What follows belongs to an exercise in optimizing a design on an open flow for small area and a short achievable clock period; a production flow would make more cautious choices.
Only simulation tests tie the RTL to the original design; equivalence was not proved.
Power and IR drop assume default switching activity.

==> job 1676 <==
## SingleCycle
module SingleCycle(Clk, Rst, startPC, currentPC, instruction,
                   dMemAddr, dMemWData, dMemRead, dMemWrite, dMemRData);
   input Clk;
   input Rst;
   input [63:0] startPC;
   output [63:0] currentPC;
   input [31:0] instruction;
   output [63:0] dMemAddr;
   output [63:0] dMemWData;
   output dMemRead;
   output dMemWrite;
   input [63:0] dMemRData;
   reg [63:0] currentPC;
   wire [63:0] nextPC;
   wire [4:0] rd = instruction[4:0];
   wire [4:0] rn = instruction[9:5];
   wire [4:0] rm = instruction[20:16];
   wire IsLDUR, IsSTUR, IsCBZ, IsB, RegWrite;
   Control control(
      .OPCode(instruction[31:21]),
      .IsLDUR(IsLDUR), .IsSTUR(IsSTUR), .IsCBZ(IsCBZ), .IsB(IsB),
      .RegWrite(RegWrite)
   );
   wire SelMem, SelShift, SelOr, SelAnd, SelAdd, Sub, ShLeft, OrImm;
   ALUControl aluctl(
      .Instr(instruction),
      .SelMem(SelMem), .SelShift(SelShift), .SelOr(SelOr), .SelAnd(SelAnd),
      .SelAdd(SelAdd), .Sub(Sub), .ShLeft(ShLeft), .OrImm(OrImm)
   );
   wire [4*31-1:0] selA;
   wire [2*31-1:0] selB;
   wire [30:0] we;
   genvar r;
   generate
      for (r = 0; r < 4; r = r + 1) begin : deca
         Dec5 d(.A(rn), .Y(selA[31*r +: 31]));
      end
      for (r = 0; r < 2; r = r + 1) begin : decb
         DecB d(.Rd(rd), .Rm(rm), .UseRd(instruction[28]), .Y(selB[31*r +: 31]));
      end
  ...
==> module ALU, before the edit <==
module ALU(Out, R1, R2, Instr, MemData, SelMem, SelShift, SelOr, SelAnd, SelAdd, Sub, ShLeft, OrImm);
input  [63:0] R1, R2, MemData;
input  [31:0] Instr;
input  SelMem, SelShift, SelOr, SelAnd, SelAdd, Sub, ShLeft, OrImm;
output [63:0] Out;
wire [63:0] orb = OrImm ? {52'b0, Instr[21:10]} : R2;
wire [63:0] b = orb ^ {64{Sub}};
wire [63:0] sum, g, p;
BKAdd add(.A(R1), .B(b), .Ci(Sub), .S(sum), .G(g), .P(p));
wire [63:0] shout;
ShiftUnit shu(.X(R1), .Sh(Instr[15:10]), .Left(ShLeft), .Y(shout));
wire SelShL = SelShift &  ShLeft;
wire SelShR = SelShift & ~ShLeft;
function [63:0] rev;
	input [63:0] x;
	integer k;
	begin
		for (k = 0; k < 64; k = k + 1) rev[k] = x[63-k];
	end
endfunction
assign Out = ({64{SelMem}}   & MemData)
           | ({64{SelAdd}}   & sum)
           | ({64{SelAnd}}   & g)
           | ({64{SelOr}}    & (g | p))
           | ({64{SelShR}}   & shout)
           | ({64{SelShL}}   & rev(shout));
endmodule
==> module BKAdd, before the edit <==
module BKAdd(A, B, Ci, S, G, P);
input  [63:0] A, B;
input  Ci;
output [63:0] S;
output [63:0] G, P;	 
wire [63:0] p;
assign G = A & B;
assign P = p;
wire [64:0] c;
genvar j;
generate
   for (j = 0; j < 64; j = j + 1) begin : px
      XOR2 up(.A(A[j]), .B(B[j]), .Y(p[j]));
      XOR2 us(.A(p[j]), .B(c[j]), .Y(S[j]));
   end
endgenerate
BKCarry cy(.G(G), .P(p), .Ci(Ci), .C(c));
endmodule
==> flow/config.mk <==
export PLATFORM = sky130hd
export DESIGN_NAME = SingleCycle
export DESIGN_NICKNAME = SingleCycle
export VERILOG_FILES = /design/flow/design.v
export SDC_FILE = /design/flow/constraint.sdc
export NUM_CORES = 4
export LEC_CHECK = 0
export CAP_MARGIN = 30
export CORE_MARGIN = 2
export CORE_UTILIZATION = 55
export CTS_BUF_LIST = sky130_fd_sc_hd__clkbuf_16
export CTS_CLUSTER_DIAMETER = 85
export CTS_CLUSTER_SIZE = 22
export PLACE_DENSITY = 0.7
export SETUP_SLACK_MARGIN = 5
export SLEW_MARGIN = 30
export SYNTH_HIERARCHICAL = 1
export TNS_END_PERCENT = 0
==> flow/constraint.sdc <==
create_clock -name core_clock -period 18.0 [get_ports {Clk}]
set_input_delay 3.6000 -clock core_clock [delete_from_list [all_inputs] [get_ports {Clk}]]
set_output_delay 3.6000 -clock core_clock [all_outputs]
set_load 0.01 [all_outputs]
standard.sh (not shown) runs the stock make flow with config.mk's settings and CLKGATE_MAP_FILE= SYNTH_SCRIPT=/design/flow/synth_recipe.tcl, a recipe that flattens the netlist after the stock synthesis.
==> flow/flow/run.sh <==
#!/bin/bash
# Own flow: the standard layout (standard.sh: unchanged synthesis and
# steps, the standard flow's SDC and clock period) with two changes to how the layout is
# optimised:
#  - timing repair aims for a larger setup margin, so it keeps improving the
#    paths past the design's clock period;
#  - the port buffers are buf_1 instead of the delay cell buffer_ports picks
#    by default (every port still gets its buffer).
# The make output goes to layout.log; ORFS keeps each step's log under orfs/logs.
set -euo pipefail
cd "$(dirname "$0")/.."
MARGIN=${OWN_SETUP_MARGIN:-8}
sed -e "s/SETUP_SLACK_MARGIN=[^ ]*/SETUP_SLACK_MARGIN=${MARGIN}/" \
    -e "s/CLKGATE_MAP_FILE= /CLKGATE_MAP_FILE= 'BUFFER_PORTS_ARGS=-buffer_cell sky130_fd_sc_hd__buf_1' /" \
    standard.sh > own_standard.sh
grep -q "SETUP_SLACK_MARGIN=${MARGIN}" own_standard.sh
grep -q "BUFFER_PORTS_ARGS" own_standard.sh
bash own_standard.sh finish > layout.log 2>&1
test -s out/final.def
==> job 5073 (differences from job 1676) <==
--- a/flow/design.v
+++ b/flow/design.v
@@ -32,10 +32,10 @@
 input  [31:0] Instr;
 input  SelMem, SelShift, SelOr, SelAnd, SelAdd, Sub, ShLeft, OrImm;
 output [63:0] Out;
+wire [63:0] b = R2 ^ {64{Sub}};
+wire [63:0] sum;
+BKAdd add(.A(R1), .B(b), .Ci(Sub), .S(sum));
 wire [63:0] orb = OrImm ? {52'b0, Instr[21:10]} : R2;
-wire [63:0] b = orb ^ {64{Sub}};
-wire [63:0] sum, g, p;
-BKAdd add(.A(R1), .B(b), .Ci(Sub), .S(sum), .G(g), .P(p));
 wire [63:0] shout;
 ShiftUnit shu(.X(R1), .Sh(Instr[15:10]), .Left(ShLeft), .Y(shout));
 wire SelShL = SelShift &  ShLeft;
@@ -49,8 +49,8 @@
 endfunction
 assign Out = ({64{SelMem}}   & MemData)
            | ({64{SelAdd}}   & sum)
-           | ({64{SelAnd}}   & g)
-           | ({64{SelOr}}    & (g | p))
+           | ({64{SelAnd}}   & (R1 & R2))
+           | ({64{SelOr}}    & (R1 | orb))
            | ({64{SelShR}}   & shout)
            | ({64{SelShL}}   & rev(shout));
 endmodule
@@ -84,14 +84,11 @@
 output Y;
 assign Y = ~(S ? A1 : A0);
 endmodule
-module BKAdd(A, B, Ci, S, G, P);
+module BKAdd(A, B, Ci, S);
 input  [63:0] A, B;
 input  Ci;
 output [63:0] S;
-output [63:0] G, P;	 
 wire [63:0] p;
-assign G = A & B;
-assign P = p;
 wire [64:0] c;
 genvar j;
 generate
@@ -100,7 +97,7 @@
       XOR2 us(.A(p[j]), .B(c[j]), .Y(S[j]));
    end
 endgenerate
-BKCarry cy(.G(G), .P(p), .Ci(Ci), .C(c));
+BKCarry cy(.G(A & B), .P(p), .Ci(Ci), .C(c));
 endmodule
 module BKCarry(G, P, Ci, C);
 input  [63:0] G, P;
==> flow/flow/run.sh (replaced) <==
#!/bin/bash
# Own flow: the standard layout (standard.sh: unchanged synthesis and
# steps, the standard flow's SDC and clock period) with two changes to how the layout is
# optimised:
#  - timing repair aims for a larger setup margin, so it keeps improving the
#    paths past the design's clock period;
#  - the port buffers are buf_2 instead of the delay cell buffer_ports picks
#    by default (every port still gets its buffer).
# The make output goes to layout.log; ORFS keeps each step's log under orfs/logs.
set -euo pipefail
cd "$(dirname "$0")/.."
MARGIN=${OWN_SETUP_MARGIN:-8}
sed -e "s/SETUP_SLACK_MARGIN=[^ ]*/SETUP_SLACK_MARGIN=${MARGIN}/" \
    -e "s/CLKGATE_MAP_FILE= /CLKGATE_MAP_FILE= 'BUFFER_PORTS_ARGS=-buffer_cell sky130_fd_sc_hd__buf_2' /" \
    standard.sh > own_standard.sh
grep -q "SETUP_SLACK_MARGIN=${MARGIN}" own_standard.sh
grep -q "BUFFER_PORTS_ARGS" own_standard.sh
bash own_standard.sh finish > layout.log 2>&1
test -s out/final.def
--- a/flow/config.mk
+++ b/flow/config.mk
@@ -8,9 +8,7 @@
 export CAP_MARGIN = 30
 export CORE_MARGIN = 2
 export CORE_UTILIZATION = 55
-export CTS_BUF_LIST = sky130_fd_sc_hd__clkbuf_16
-export CTS_CLUSTER_DIAMETER = 85
-export CTS_CLUSTER_SIZE = 22
+export CTS_BUF_LIST = sky130_fd_sc_hd__clkbuf_8
 export PLACE_DENSITY = 0.7
 export SETUP_SLACK_MARGIN = 5
 export SLEW_MARGIN = 30
==> notes.md <==
	job 5073	job 1676
Status	no timing/DRC/antenna violations	no timing/DRC/antenna violations
Internal cell power	9.11 mW	8.50 mW
Routed len/inst	39.6 um	43.1 um
Depth of the worst register-to-register path	20	21
Layout net count	8416	8338
Wire length on met3	76400 um	85200 um
Clock network area share	0.0527	0.0307
Cell area after technology mapping	0.0994 sq mm	0.0990 sq mm
Tapcell Cnt	2370	2355
Syn_area_per_cell	13.6 sq um	13.7 sq um
Multi-input gate share of total cell area	0.344	0.346
Comb pwr share	0.239	0.268
Proportion of layout cells with a drive suffix above 1	0.223	0.183
Crit Reg-Reg Endpoint	currentPC[61]$_DFF_P_	currentPC[49]$_DFF_P_
Leak pwr	42.4 nW	40.7 nW

## port drivers added, routing unchanged
How much do the figures lean on ideal ports? The routed layouts below were timed once more, with nothing changed but the port constraints. Step 1 (the two cells are an assumption about what drives the block):
set clk [get_ports {Clk}]
set_driving_cell -lib_cell sky130_fd_sc_hd__clkbuf_16 $clk
set_driving_cell -lib_cell sky130_fd_sc_hd__buf_2 [delete_from_list [all_inputs] $clk]
Step 2 moves the port delays by t, midway between the first and last clock arrival at a register: inputs arrive t later, outputs are due t later. That takes back most of the time a late clock gives input paths. Slacks: no drivers / after step 1 / after step 2; pairs: no drivers / after step 1.
| run | shift t [ns] | setup WS [ns] | latest minus earliest clock arrival (ns) | worst register clock-pin slew, ns | worst slew at a driven data input, ns |
|---|---|---|---|---|---|
| job 1676 | 0.923 | 6.733 / 6.399 / 6.095 | 0.038 / 0.039 | 0.10 / 0.10 | 0.49 |
| job 5073 | 1.223 | 6.669 / 6.458 / 5.659 | 0.069 / 0.068 | 0.07 / 0.07 | 0.25 |
After both steps setup and hold are still met in every run listed. The setup slack of job 5073, which loses most, moves by -0.211 ns with the drivers and by -1.010 ns with both steps.
